What follows belongs to an exercise in optimizing a design on an open flow for a short achievable clock period and few clock cycles; a production flow would make more cautious choices.
The RTL was checked by simulation tests, not by an equivalence proof against the original design.
Power and IR drop assume default switching activity.

==> inputs of garnet <==
==> flow/design.v (excerpt) <==
module rv32i (
    input  wire        clk,
    input  wire        n_rst,
    input  wire [31:0] instruction,
    output wire [9:0]  pc,
    input  wire [31:0] d_in,
    output wire        wr_en,
    output wire [1:0]  mode,
    output wire [9:0]  wr_addr,
    output wire [9:0]  rd_addr,
    output wire [31:0] d_out
);
Settings: LEC_CHECK=0, ABC_CLOCK_PERIOD_IN_PS=2500, CAP_MARGIN=20, CORE_MARGIN=2, CORE_UTILIZATION=40, SETUP_SLACK_MARGIN=5.0, SLEW_MARGIN=20; clock period 8.0 ns.
run.sh (not shown) runs the stock make flow with config.mk's settings and CLKGATE_MAP_FILE= SYNTH_SCRIPT=/design/flow/synth_recipe.tcl, a recipe that flattens the netlist after the stock synthesis.
==> pepper (differences from garnet) <==
--- a/flow/design.v
+++ b/flow/design.v
@@ -56,32 +56,32 @@
     output wire [1:0]  mode,
     output wire [9:0]  wr_addr,
     output wire [9:0]  rd_addr,
     output wire [31:0] d_out
 );
     reg  [9:0]  pc_r;
     reg  [9:0]  pc_o;        
-    reg  [15:0] flip;        
+    reg  [63:0] flip;        
     reg         br_E, jalrnf_E, auipc_E, load_E, store_E, wr_E;
     reg         pred_E, back_E;
-    reg  [3:0]  idx_E;
+    reg  [5:0]  idx_E;
     reg         beq_E, bne_E, blt_E, bge_E, bltu_E, bgeu_E;
     reg         r_sll_E, r_slt_E, r_sltu_E;
     reg         r_xor_E, r_srl_E, r_sra_E, r_or_E, r_and_E, r_pass_E;
     reg         g_ar_E, g_ot_E, g_slt_E;
     reg         sub_E, sgn_E;
     reg  [4:0]  rd_E;
     reg  [2:0]  f3_E;
     reg  [9:0]  alt_E;
     reg  [31:0] pass_E;
     reg  [31:0] a_rf_E, b_rf_E, s_rf_E, a_o_E, b_o_E, s_o_E;
     reg         wr_M, load_M, br_M, jalrnf_M;
     reg         pred_M, back_M, eq_M, ltx_M;
     reg         beq_M, bne_M, blt_M, bge_M;    
-    reg  [3:0]  idx_M;
+    reg  [5:0]  idx_M;
     reg  [9:0]  alt_M, addr_M;
     reg         ldb_M, ldh_M, ldw_M, lds_M;
     reg  [4:0]  rd_M;
     reg         g_ar_M, g_ot_M, g_slt_M;
     reg  [31:0] ar_M, ot_M;
     reg  [9:0]  rd_addr_r, wr_addr_r;
     reg  [1:0]  mode_r;
@@ -161,15 +161,15 @@
     wire [9:0]  pc_plus4 = pc_r + 10'd4;
     wire [10:0] link     = {1'b0, pc_r} + 11'd4;
     wire [9:0]  t_j      = pc_r + {i[29:21], 1'b0};
     wire [9:0]  t_b      = pc_r + {i[29:25], i[11:8], 1'b0};
     wire        fuse     = is_jalr & auipc_E & (rd_E == rs1);
     wire [9:0]  t_jr_sum = pass_E[9:0] + i[29:20];
     wire [9:0]  t_jr     = {t_jr_sum[9:1], 1'b0};
-    wire        flip_f   = flip[pc_r[5:2]];
+    wire        flip_f   = flip[pc_r[7:2]];
     wire        pred_tk  = is_br & (i[31] ^ flip_f);
     wire        jump     = is_jal | pred_tk | fuse;
     wire [31:0] a     = a_rf_E | a_o_E;
     wire [31:0] b     = b_rf_E | b_o_E;
     wire [31:0] sdata = s_rf_E | s_o_E;
     wire [31:0] ar_E, ot_E;
     wire        eq, ltx;
@@ -220,15 +220,15 @@
             store_E  <= go & is_store;
             wr_E     <= go & writes;
         end
     end
     always @(posedge clk) begin
         pred_E   <= pred_tk;
         back_E   <= i[31];
-        idx_E    <= pc_r[5:2];
+        idx_E    <= pc_r[7:2];
         beq_E    <= (f3 == 3'b000);
         bne_E    <= (f3 == 3'b001);
         blt_E    <= (f3 == 3'b100);
         bge_E    <= (f3 == 3'b101);
         bltu_E   <= (f3 == 3'b110);
         bgeu_E   <= (f3 == 3'b111);
         r_sll_E  <= f_sll;
@@ -297,13 +297,13 @@
         ldb_M     <= (f3_E[1:0] == 2'b00);
         ldh_M     <= (f3_E[1:0] == 2'b01);
         ldw_M     <= (f3_E[1:0] == 2'b10);
         lds_M     <= ~f3_E[2];
     end
     always @(posedge clk or negedge n_rst) begin
         if (!n_rst) begin
-            flip <= 16'd0;
+            flip <= 64'd0;
         end else if (br_M) begin
             flip[idx_M] <= taken ^ back_M;
         end
     end
 endmodule
==> qor summary <==
item                                                              garnet                    pepper
Outcome                                 no timing/DRC/antenna violations  finished with violations
Layout check failures                                                  -       max-slew violations
Width of the die                                                411.3 um                  418.3 um
Count of antenna diodes in the layout                                 15                        14
Worst Setup EP                                                 b_o_E[20]                 b_o_E[27]
Data arrival time of the critical path                           4.07 ns                   4.14 ns
Number of sinks on the clock net                                    1465                      1517
Final worst path period share                                     0.4125                    0.4253
Adder-cell share of the synthesized area                         0.02402                   0.02351
Post-Synth Simple-Gate Area                                      0.09916                   0.09125
Number of cells on the critical path                                   7                        13
Power density of the placed cells                          251.0 nW/um^2             249.5 nW/um^2
Sequential logic power                                         0.00884 W                 0.00916 W
Flop and latch count out of synthesis                               1465                      1517
Worst Setup SP                                                  d_in[15]                     sub_E
Final nets                                                          6141                      6300
Slowest cell on crit path                                        a21oi_4                   dfxtp_4
Total of plain and repair buffers excluding clock buffers            749                       752
Global-route wire length before repair                         451000 um                 456200 um
Starting utilization of the core area                             0.4027                    0.4011
P_int                                                          0.01493 W                 0.01513 W
Final non-filler cell total                                         8283                      8482
Tapcells                                                            2189                      2233
Global router's overall resource usage                            0.3830                    0.3748
Testbench counts of garnet, summed over its fixed seeds: cycles 70,661.
Testbench counts of pepper, summed over its fixed seeds: cycles 70,183.

---

==> v38 <==
rv32i, a different RTL version from the one above (not shown whole).
make LEC_CHECK=0 ABC_CLOCK_PERIOD_IN_PS=2500 CAP_MARGIN=20 CORE_MARGIN=2 CORE_UTILIZATION=40 SETUP_SLACK_MARGIN=5.0 SLEW_MARGIN=20 finish   # period 8.0 ns
==> inputs of v14, as changes to v38 <==
--- a/flow/design.v
+++ b/flow/design.v
@@ -57,24 +57,25 @@
     output wire [9:0]  wr_addr,
     output wire [9:0]  rd_addr,
     output wire [31:0] d_out
 );
     reg  [9:0]  pc_r;
+    reg  [9:0]  pc_o;        
     reg  [63:0] flip;        
     reg         br_E, jalrnf_E, auipc_E, load_E, store_E, wr_E;
     reg         pred_E, back_E;
     reg  [5:0]  idx_E;
     reg         beq_E, bne_E, blt_E, bge_E, bltu_E, bgeu_E;
     reg         r_sll_E, r_slt_E, r_sltu_E;
     reg         r_xor_E, r_srl_E, r_sra_E, r_or_E, r_and_E, r_pass_E;
     reg         g_ar_E, g_ot_E, g_slt_E;
-    reg  [2:0]  fa_E, fb_E, fs_E;    
     reg         sub_E, sgn_E;
     reg  [4:0]  rd_E;
     reg  [2:0]  f3_E;
     reg  [9:0]  alt_E;
-    reg  [31:0] pass_E, a_E, b_E, s_E;
+    reg  [31:0] pass_E;
+    reg  [31:0] a_rf_E, b_rf_E, s_rf_E, a_o_E, b_o_E, s_o_E;
     reg         wr_M, load_M, br_M, jalrnf_M;
     reg         pred_M, back_M, eq_M, ltx_M;
     reg         beq_M, bne_M, blt_M, bge_M;    
     reg  [5:0]  idx_M;
     reg  [9:0]  alt_M, addr_M;
@@ -84,11 +85,11 @@
     reg  [31:0] ar_M, ot_M;
     reg  [9:0]  rd_addr_r, wr_addr_r;
     reg  [1:0]  mode_r;
     reg         wr_en_r;
     reg  [31:0] d_out_r;
-    assign pc      = pc_r;
+    assign pc      = pc_o;
     assign rd_addr = rd_addr_r;
     assign wr_addr = wr_addr_r;
     assign mode    = mode_r;
     assign wr_en   = wr_en_r;
     assign d_out   = d_out_r;
@@ -134,12 +135,10 @@
     );
     wire a_hitE = wr_E & (rd_E == rs1);
     wire a_hitM = wr_M & (rd_M == rs1);
     wire b_hitE = wr_E & (rd_E == rs2);
     wire b_hitM = wr_M & (rd_M == rs2);
-    wire [31:0] a_val = a_hitE ? 32'd0 : a_hitM ? wd : rf_a;
-    wire [31:0] s_val = b_hitE ? 32'd0 : b_hitM ? wd : rf_b;
     wire stall = load_E & wr_E & ((use_rs1 & (rd_E == rs1)) | (use_rs2 & (rd_E == rs2)));
     wire is_alu  = is_op | is_opimm;
     wire sub_sra = i[30] & (is_op | (f3 == 3'b101));
     wire f_add   = is_alu & (f3 == 3'b000) & ~(is_op & i[30]);
     wire f_sub   = is_op & (f3 == 3'b000) & i[30];
@@ -151,26 +150,29 @@
     wire f_sra   = is_alu & (f3 == 3'b101) & sub_sra;
     wire f_or    = is_alu & (f3 == 3'b110);
     wire f_and   = is_alu & (f3 == 3'b111);
     wire f_pass  = is_lui | is_auipc | is_jal | is_jalr;
     wire [2:0] g_E = {g_slt_E, g_ot_E, g_ar_E};
+    wire [3:0] ca = {~a_hitE & a_hitM, {3{a_hitE}} & g_E};
+    wire [3:0] cb = {~use_imm & ~b_hitE & b_hitM, {3{~use_imm & b_hitE}} & g_E};
+    wire [3:0] cs = {~b_hitE & b_hitM, {3{b_hitE}} & g_E};
+    wire       ca_rf = ~a_hitE & ~a_hitM;
+    wire       cb_rf = ~use_imm & ~b_hitE & ~b_hitM;
+    wire       cs_rf = ~b_hitE & ~b_hitM;
     wire [9:0]  pc_plus4 = pc_r + 10'd4;
     wire [10:0] link     = {1'b0, pc_r} + 11'd4;
     wire [9:0]  t_j      = pc_r + {i[29:21], 1'b0};
     wire [9:0]  t_b      = pc_r + {i[29:25], i[11:8], 1'b0};
     wire        fuse     = is_jalr & auipc_E & (rd_E == rs1);
     wire [9:0]  t_jr_sum = pass_E[9:0] + i[29:20];
     wire [9:0]  t_jr     = {t_jr_sum[9:1], 1'b0};
     wire        flip_f   = flip[pc_r[7:2]];
     wire        pred_tk  = is_br & (i[31] ^ flip_f);
     wire        jump     = is_jal | pred_tk | fuse;
-    wire [31:0] a     = ({32{fa_E[0]}} & ar_M) | ({32{fa_E[1]}} & ot_M)
-                      | {31'd0, fa_E[2] & ltx_M} | a_E;
-    wire [31:0] b     = ({32{fb_E[0]}} & ar_M) | ({32{fb_E[1]}} & ot_M)
-                      | {31'd0, fb_E[2] & ltx_M} | b_E;
-    wire [31:0] sdata = ({32{fs_E[0]}} & ar_M) | ({32{fs_E[1]}} & ot_M)
-                      | {31'd0, fs_E[2] & ltx_M} | s_E;
+    wire [31:0] a     = a_rf_E | a_o_E;
+    wire [31:0] b     = b_rf_E | b_o_E;
+    wire [31:0] sdata = s_rf_E | s_o_E;
     wire [31:0] ar_E, ot_E;
     wire        eq, ltx;
     alu alu (
         .a(a), .b(b), .sub(sub_E), .sgn(sgn_E),
         .r_sll(r_sll_E), .r_srl(r_srl_E), .r_sra(r_sra_E),
@@ -179,21 +181,34 @@
         .ar(ar_E), .ltx(ltx), .eq(eq), .ot(ot_E)
     );
     wire [9:0]  addr_E = a[9:0] + b[9:0];
     wire go = ~mis & ~stall;      
     wire ok = ~mis;               
+    wire [9:0] pc_next = mis   ? fix :
+                         stall ? pc_r :
+                                 ({10{is_jal}}  & t_j)
+                               | ({10{pred_tk}} & t_b)
+                               | ({10{fuse}}    & t_jr)
+                               | ({10{~jump}}   & pc_plus4);
     always @(posedge clk or negedge n_rst) begin
         if (!n_rst) begin
             pc_r <= 10'd0;
-        end else if (mis) begin
-            pc_r <= fix;
-        end else if (!stall) begin
-            pc_r <= ({10{is_jal}}  & t_j)
-                  | ({10{pred_tk}} & t_b)
-                  | ({10{fuse}}    & t_jr)
-                  | ({10{~jump}}   & pc_plus4);
+        end else begin
+            pc_r <= pc_next;
+        end
+    end
+    always @(posedge clk) begin
+        pc_o <= n_rst ? pc_next : 10'd0;
+    end
+    always @(posedge clk) begin
+        if (load_E) rd_addr_r <= addr_E;
+        if (store_E) begin
+            wr_addr_r <= addr_E;
+            mode_r    <= f3_E[1:0];
+            d_out_r   <= sdata;
         end
+        if (jalrnf_E) addr_M <= addr_E;
     end
     always @(posedge clk or negedge n_rst) begin
         if (!n_rst) begin
             br_E <= 1'b0; jalrnf_E <= 1'b0; auipc_E <= 1'b0; load_E <= 1'b0;
             store_E <= 1'b0; wr_E <= 1'b0;
@@ -228,22 +243,26 @@
         g_ar_E   <= f_add | f_sub;
         g_ot_E   <= f_sll | f_srl | f_sra | f_xor | f_or | f_and | f_pass;
         g_slt_E  <= f_slt | f_sltu;
         sub_E    <= f_sub | f_slt | f_sltu | is_br;
         sgn_E    <= f_slt | (is_br & ~f3[1]);
-        fa_E     <= {3{a_hitE}} & g_E;
-        fb_E     <= {3{~use_imm & b_hitE}} & g_E;
-        fs_E     <= {3{b_hitE}} & g_E;
         rd_E     <= rd;
         f3_E     <= f3;
         alt_E    <= pred_tk ? pc_plus4 : t_b;
         pass_E   <= is_lui   ? imm_u :
                     is_auipc ? {i[31:12], 2'b00, pc_r} :
                                {21'd0, link};
-        a_E      <= a_val;
-        b_E      <= use_imm ? (is_store ? imm_s : imm_i) : s_val;
-        s_E      <= s_val;
+        a_rf_E   <= {32{ca_rf}} & rf_a;
+        b_rf_E   <= {32{cb_rf}} & rf_b;
+        s_rf_E   <= {32{cs_rf}} & rf_b;
+        a_o_E    <= ({32{ca[0]}} & ar_E) | ({32{ca[1]}} & ot_E)
+                  | {31'd0, ca[2] & ltx} | ({32{ca[3]}} & wd);
+        b_o_E    <= ({32{cb[0]}} & ar_E) | ({32{cb[1]}} & ot_E)
+                  | {31'd0, cb[2] & ltx} | ({32{cb[3]}} & wd)
+                  | ({32{use_imm}} & (is_store ? imm_s : imm_i));
+        s_o_E    <= ({32{cs[0]}} & ar_E) | ({32{cs[1]}} & ot_E)
+                  | {31'd0, cs[2] & ltx} | ({32{cs[3]}} & wd);
     end
     always @(posedge clk or negedge n_rst) begin
         if (!n_rst) begin
             wr_M     <= 1'b0;
             load_M   <= 1'b0;
@@ -267,25 +286,20 @@
         beq_M     <= beq_E;
         bne_M     <= bne_E;
         blt_M     <= blt_E | bltu_E;
         bge_M     <= bge_E | bgeu_E;
         alt_M     <= alt_E;
-        addr_M    <= addr_E;
         rd_M      <= rd_E;
         g_ar_M    <= g_ar_E;
         g_ot_M    <= g_ot_E;
         g_slt_M   <= g_slt_E;
         ar_M      <= ar_E;
         ot_M      <= ot_E;
         ldb_M     <= (f3_E[1:0] == 2'b00);
         ldh_M     <= (f3_E[1:0] == 2'b01);
         ldw_M     <= (f3_E[1:0] == 2'b10);
         lds_M     <= ~f3_E[2];
-        rd_addr_r <= addr_E;
-        wr_addr_r <= addr_E;
-        mode_r    <= f3_E[1:0];
-        d_out_r   <= sdata;
     end
     always @(posedge clk or negedge n_rst) begin
         if (!n_rst) begin
             flip <= 64'd0;
         end else if (br_M) begin
==> flow/config.mk (replaced) <==
export PLATFORM = sky130hd
export DESIGN_NAME = rv32i
export DESIGN_NICKNAME = rv32i
export VERILOG_FILES = /design/flow/design.v
export SDC_FILE = /design/flow/constraint.sdc
export NUM_CORES = 4
export LEC_CHECK = 0
export ABC_CLOCK_PERIOD_IN_PS = 2500
export CAP_MARGIN = 30
export CORE_MARGIN = 2
export CORE_UTILIZATION = 40
export SETUP_SLACK_MARGIN = 5.0
export SLEW_MARGIN = 30
==> inputs of v35, as changes to v38 <==
--- a/flow/design.v
+++ b/flow/design.v
@@ -57,38 +57,38 @@
     output wire [9:0]  wr_addr,
     output wire [9:0]  rd_addr,
     output wire [31:0] d_out
 );
     reg  [9:0]  pc_r;
-    reg  [63:0] flip;        
+    reg  [9:0]  pc_o;        
+    reg  [15:0] flip;        
     reg         br_E, jalrnf_E, auipc_E, load_E, store_E, wr_E;
     reg         pred_E, back_E;
-    reg  [5:0]  idx_E;
+    reg  [3:0]  idx_E;
     reg         beq_E, bne_E, blt_E, bge_E, bltu_E, bgeu_E;
     reg         r_sll_E, r_slt_E, r_sltu_E;
     reg         r_xor_E, r_srl_E, r_sra_E, r_or_E, r_and_E, r_pass_E;
     reg         g_ar_E, g_ot_E, g_slt_E;
-    reg  [2:0]  fa_E, fb_E, fs_E;    
     reg         sub_E, sgn_E;
     reg  [4:0]  rd_E;
     reg  [2:0]  f3_E;
     reg  [9:0]  alt_E;
     reg  [31:0] pass_E, a_E, b_E, s_E;
     reg         wr_M, load_M, br_M, jalrnf_M;
     reg         pred_M, back_M, eq_M, ltx_M;
     reg         beq_M, bne_M, blt_M, bge_M;    
-    reg  [5:0]  idx_M;
+    reg  [3:0]  idx_M;
     reg  [9:0]  alt_M, addr_M;
     reg         ldb_M, ldh_M, ldw_M, lds_M;
     reg  [4:0]  rd_M;
     reg         g_ar_M, g_ot_M, g_slt_M;
     reg  [31:0] ar_M, ot_M;
     reg  [9:0]  rd_addr_r, wr_addr_r;
     reg  [1:0]  mode_r;
     reg         wr_en_r;
     reg  [31:0] d_out_r;
-    assign pc      = pc_r;
+    assign pc      = pc_o;
     assign rd_addr = rd_addr_r;
     assign wr_addr = wr_addr_r;
     assign mode    = mode_r;
     assign wr_en   = wr_en_r;
     assign d_out   = d_out_r;
@@ -134,12 +134,12 @@
     );
     wire a_hitE = wr_E & (rd_E == rs1);
     wire a_hitM = wr_M & (rd_M == rs1);
     wire b_hitE = wr_E & (rd_E == rs2);
     wire b_hitM = wr_M & (rd_M == rs2);
-    wire [31:0] a_val = a_hitE ? 32'd0 : a_hitM ? wd : rf_a;
-    wire [31:0] s_val = b_hitE ? 32'd0 : b_hitM ? wd : rf_b;
+    wire [31:0] a_val = a_hitM ? wd : rf_a;
+    wire [31:0] s_val = b_hitM ? wd : rf_b;
     wire stall = load_E & wr_E & ((use_rs1 & (rd_E == rs1)) | (use_rs2 & (rd_E == rs2)));
     wire is_alu  = is_op | is_opimm;
     wire sub_sra = i[30] & (is_op | (f3 == 3'b101));
     wire f_add   = is_alu & (f3 == 3'b000) & ~(is_op & i[30]);
     wire f_sub   = is_op & (f3 == 3'b000) & i[30];
@@ -151,26 +151,26 @@
     wire f_sra   = is_alu & (f3 == 3'b101) & sub_sra;
     wire f_or    = is_alu & (f3 == 3'b110);
     wire f_and   = is_alu & (f3 == 3'b111);
     wire f_pass  = is_lui | is_auipc | is_jal | is_jalr;
     wire [2:0] g_E = {g_slt_E, g_ot_E, g_ar_E};
+    wire [3:0] ca = {~a_hitE, {3{a_hitE}} & g_E};
+    wire [3:0] cb = {~use_imm & ~b_hitE, {3{~use_imm & b_hitE}} & g_E};
+    wire [3:0] cs = {~b_hitE, {3{b_hitE}} & g_E};
     wire [9:0]  pc_plus4 = pc_r + 10'd4;
     wire [10:0] link     = {1'b0, pc_r} + 11'd4;
     wire [9:0]  t_j      = pc_r + {i[29:21], 1'b0};
     wire [9:0]  t_b      = pc_r + {i[29:25], i[11:8], 1'b0};
     wire        fuse     = is_jalr & auipc_E & (rd_E == rs1);
     wire [9:0]  t_jr_sum = pass_E[9:0] + i[29:20];
     wire [9:0]  t_jr     = {t_jr_sum[9:1], 1'b0};
-    wire        flip_f   = flip[pc_r[7:2]];
+    wire        flip_f   = flip[pc_r[5:2]];
     wire        pred_tk  = is_br & (i[31] ^ flip_f);
     wire        jump     = is_jal | pred_tk | fuse;
-    wire [31:0] a     = ({32{fa_E[0]}} & ar_M) | ({32{fa_E[1]}} & ot_M)
-                      | {31'd0, fa_E[2] & ltx_M} | a_E;
-    wire [31:0] b     = ({32{fb_E[0]}} & ar_M) | ({32{fb_E[1]}} & ot_M)
-                      | {31'd0, fb_E[2] & ltx_M} | b_E;
-    wire [31:0] sdata = ({32{fs_E[0]}} & ar_M) | ({32{fs_E[1]}} & ot_M)
-                      | {31'd0, fs_E[2] & ltx_M} | s_E;
+    wire [31:0] a     = a_E;
+    wire [31:0] b     = b_E;
+    wire [31:0] sdata = s_E;
     wire [31:0] ar_E, ot_E;
     wire        eq, ltx;
     alu alu (
         .a(a), .b(b), .sub(sub_E), .sgn(sgn_E),
         .r_sll(r_sll_E), .r_srl(r_srl_E), .r_sra(r_sra_E),
@@ -179,21 +179,34 @@
         .ar(ar_E), .ltx(ltx), .eq(eq), .ot(ot_E)
     );
     wire [9:0]  addr_E = a[9:0] + b[9:0];
     wire go = ~mis & ~stall;      
     wire ok = ~mis;               
+    wire [9:0] pc_next = mis   ? fix :
+                         stall ? pc_r :
+                                 ({10{is_jal}}  & t_j)
+                               | ({10{pred_tk}} & t_b)
+                               | ({10{fuse}}    & t_jr)
+                               | ({10{~jump}}   & pc_plus4);
     always @(posedge clk or negedge n_rst) begin
         if (!n_rst) begin
             pc_r <= 10'd0;
-        end else if (mis) begin
-            pc_r <= fix;
-        end else if (!stall) begin
-            pc_r <= ({10{is_jal}}  & t_j)
-                  | ({10{pred_tk}} & t_b)
-                  | ({10{fuse}}    & t_jr)
-                  | ({10{~jump}}   & pc_plus4);
-        end
+        end else begin
+            pc_r <= pc_next;
+        end
+    end
+    always @(posedge clk) begin
+        pc_o <= n_rst ? pc_next : 10'd0;
+    end
+    always @(posedge clk) begin
+        if (load_E) rd_addr_r <= addr_E;
+        if (store_E) begin
+            wr_addr_r <= addr_E;
+            mode_r    <= f3_E[1:0];
+            d_out_r   <= sdata;
+        end
+        if (jalrnf_E) addr_M <= addr_E;
     end
     always @(posedge clk or negedge n_rst) begin
         if (!n_rst) begin
             br_E <= 1'b0; jalrnf_E <= 1'b0; auipc_E <= 1'b0; load_E <= 1'b0;
             store_E <= 1'b0; wr_E <= 1'b0;
@@ -207,11 +220,11 @@
         end
     end
     always @(posedge clk) begin
         pred_E   <= pred_tk;
         back_E   <= i[31];
-        idx_E    <= pc_r[7:2];
+        idx_E    <= pc_r[5:2];
         beq_E    <= (f3 == 3'b000);
         bne_E    <= (f3 == 3'b001);
         blt_E    <= (f3 == 3'b100);
         bge_E    <= (f3 == 3'b101);
         bltu_E   <= (f3 == 3'b110);
@@ -228,22 +241,23 @@
         g_ar_E   <= f_add | f_sub;
         g_ot_E   <= f_sll | f_srl | f_sra | f_xor | f_or | f_and | f_pass;
         g_slt_E  <= f_slt | f_sltu;
         sub_E    <= f_sub | f_slt | f_sltu | is_br;
         sgn_E    <= f_slt | (is_br & ~f3[1]);
-        fa_E     <= {3{a_hitE}} & g_E;
-        fb_E     <= {3{~use_imm & b_hitE}} & g_E;
-        fs_E     <= {3{b_hitE}} & g_E;
         rd_E     <= rd;
         f3_E     <= f3;
         alt_E    <= pred_tk ? pc_plus4 : t_b;
         pass_E   <= is_lui   ? imm_u :
                     is_auipc ? {i[31:12], 2'b00, pc_r} :
                                {21'd0, link};
-        a_E      <= a_val;
-        b_E      <= use_imm ? (is_store ? imm_s : imm_i) : s_val;
-        s_E      <= s_val;
+        a_E      <= ({32{ca[0]}} & ar_E) | ({32{ca[1]}} & ot_E)
+                  | {31'd0, ca[2] & ltx} | ({32{ca[3]}} & a_val);
+        b_E      <= ({32{cb[0]}} & ar_E) | ({32{cb[1]}} & ot_E)
+                  | {31'd0, cb[2] & ltx} | ({32{cb[3]}} & s_val)
+                  | ({32{use_imm}} & (is_store ? imm_s : imm_i));
+        s_E      <= ({32{cs[0]}} & ar_E) | ({32{cs[1]}} & ot_E)
+                  | {31'd0, cs[2] & ltx} | ({32{cs[3]}} & s_val);
     end
     always @(posedge clk or negedge n_rst) begin
         if (!n_rst) begin
             wr_M     <= 1'b0;
             load_M   <= 1'b0;
@@ -267,29 +281,24 @@
         beq_M     <= beq_E;
         bne_M     <= bne_E;
         blt_M     <= blt_E | bltu_E;
         bge_M     <= bge_E | bgeu_E;
         alt_M     <= alt_E;
-        addr_M    <= addr_E;
         rd_M      <= rd_E;
         g_ar_M    <= g_ar_E;
         g_ot_M    <= g_ot_E;
         g_slt_M   <= g_slt_E;
         ar_M      <= ar_E;
         ot_M      <= ot_E;
         ldb_M     <= (f3_E[1:0] == 2'b00);
         ldh_M     <= (f3_E[1:0] == 2'b01);
         ldw_M     <= (f3_E[1:0] == 2'b10);
         lds_M     <= ~f3_E[2];
-        rd_addr_r <= addr_E;
-        wr_addr_r <= addr_E;
-        mode_r    <= f3_E[1:0];
-        d_out_r   <= sdata;
     end
     always @(posedge clk or negedge n_rst) begin
         if (!n_rst) begin
-            flip <= 64'd0;
+            flip <= 16'd0;
         end else if (br_M) begin
             flip[idx_M] <= taken ^ back_M;
         end
     end
 endmodule
==> comparison <==
- v35 passed the timing, design-rule and antenna checks. v14 finished but fails on slew limit. v38 finished clean.
- Synthesized cell count, lowest first: v38, v35, v14.
- Critical path depth, lowest first: v38, v35, v14.
- In v14 the clock power is larger than in v38, by about 7%.
- Final cell count: v35 > v14 > v38.
- The lowest power belongs to v35, the highest to v14.
- Worst setup slack, highest first: v14, v35, v38.
- The highest global-route usage belongs to v35, the lowest to v14.
Testbench counts of v38, summed over its fixed seeds: cycles 70,183.
Testbench counts of v14, summed over its fixed seeds: cycles 70,183.
Testbench counts of v35, summed over its fixed seeds: cycles 70,661.

re-timing with driven ports:
In the flow no input, the clock included, has a driving cell. The finished layouts below were timed again as built, in two steps.
Step 1 assumes that a clkbuf_16 drives the clock port and a buf_2 every other input.
Step 2 moves the port delays by t, midway between the first and last clock arrival at a register: inputs arrive t later, outputs are due t later. That takes back most of the time a late clock gives input paths.
Slacks: ideal ports / drivers / drivers and shift; pairs: ideal ports / drivers.
run | t (ns) | setup slack, ns | worst register clock-pin slew, ns
garnet | 0.901 | 4.700 / 4.712 / 3.848 | 0.07 / 0.07
pepper | 0.925 | 4.597 / 4.597 / 3.825 | 0.07 / 0.07
v38 | 0.927 | 4.282 / 4.282 / 3.468 | 0.07 / 0.07
v14 | 0.908 | 4.502 / 4.502 / 3.843 | 0.07 / 0.07
v35 | 0.891 | 4.320 / 4.074 / 3.183 | 0.07 / 0.07
The setup slack of v35, which loses most, moves by -0.246 ns with the drivers and by -1.137 ns with both steps.
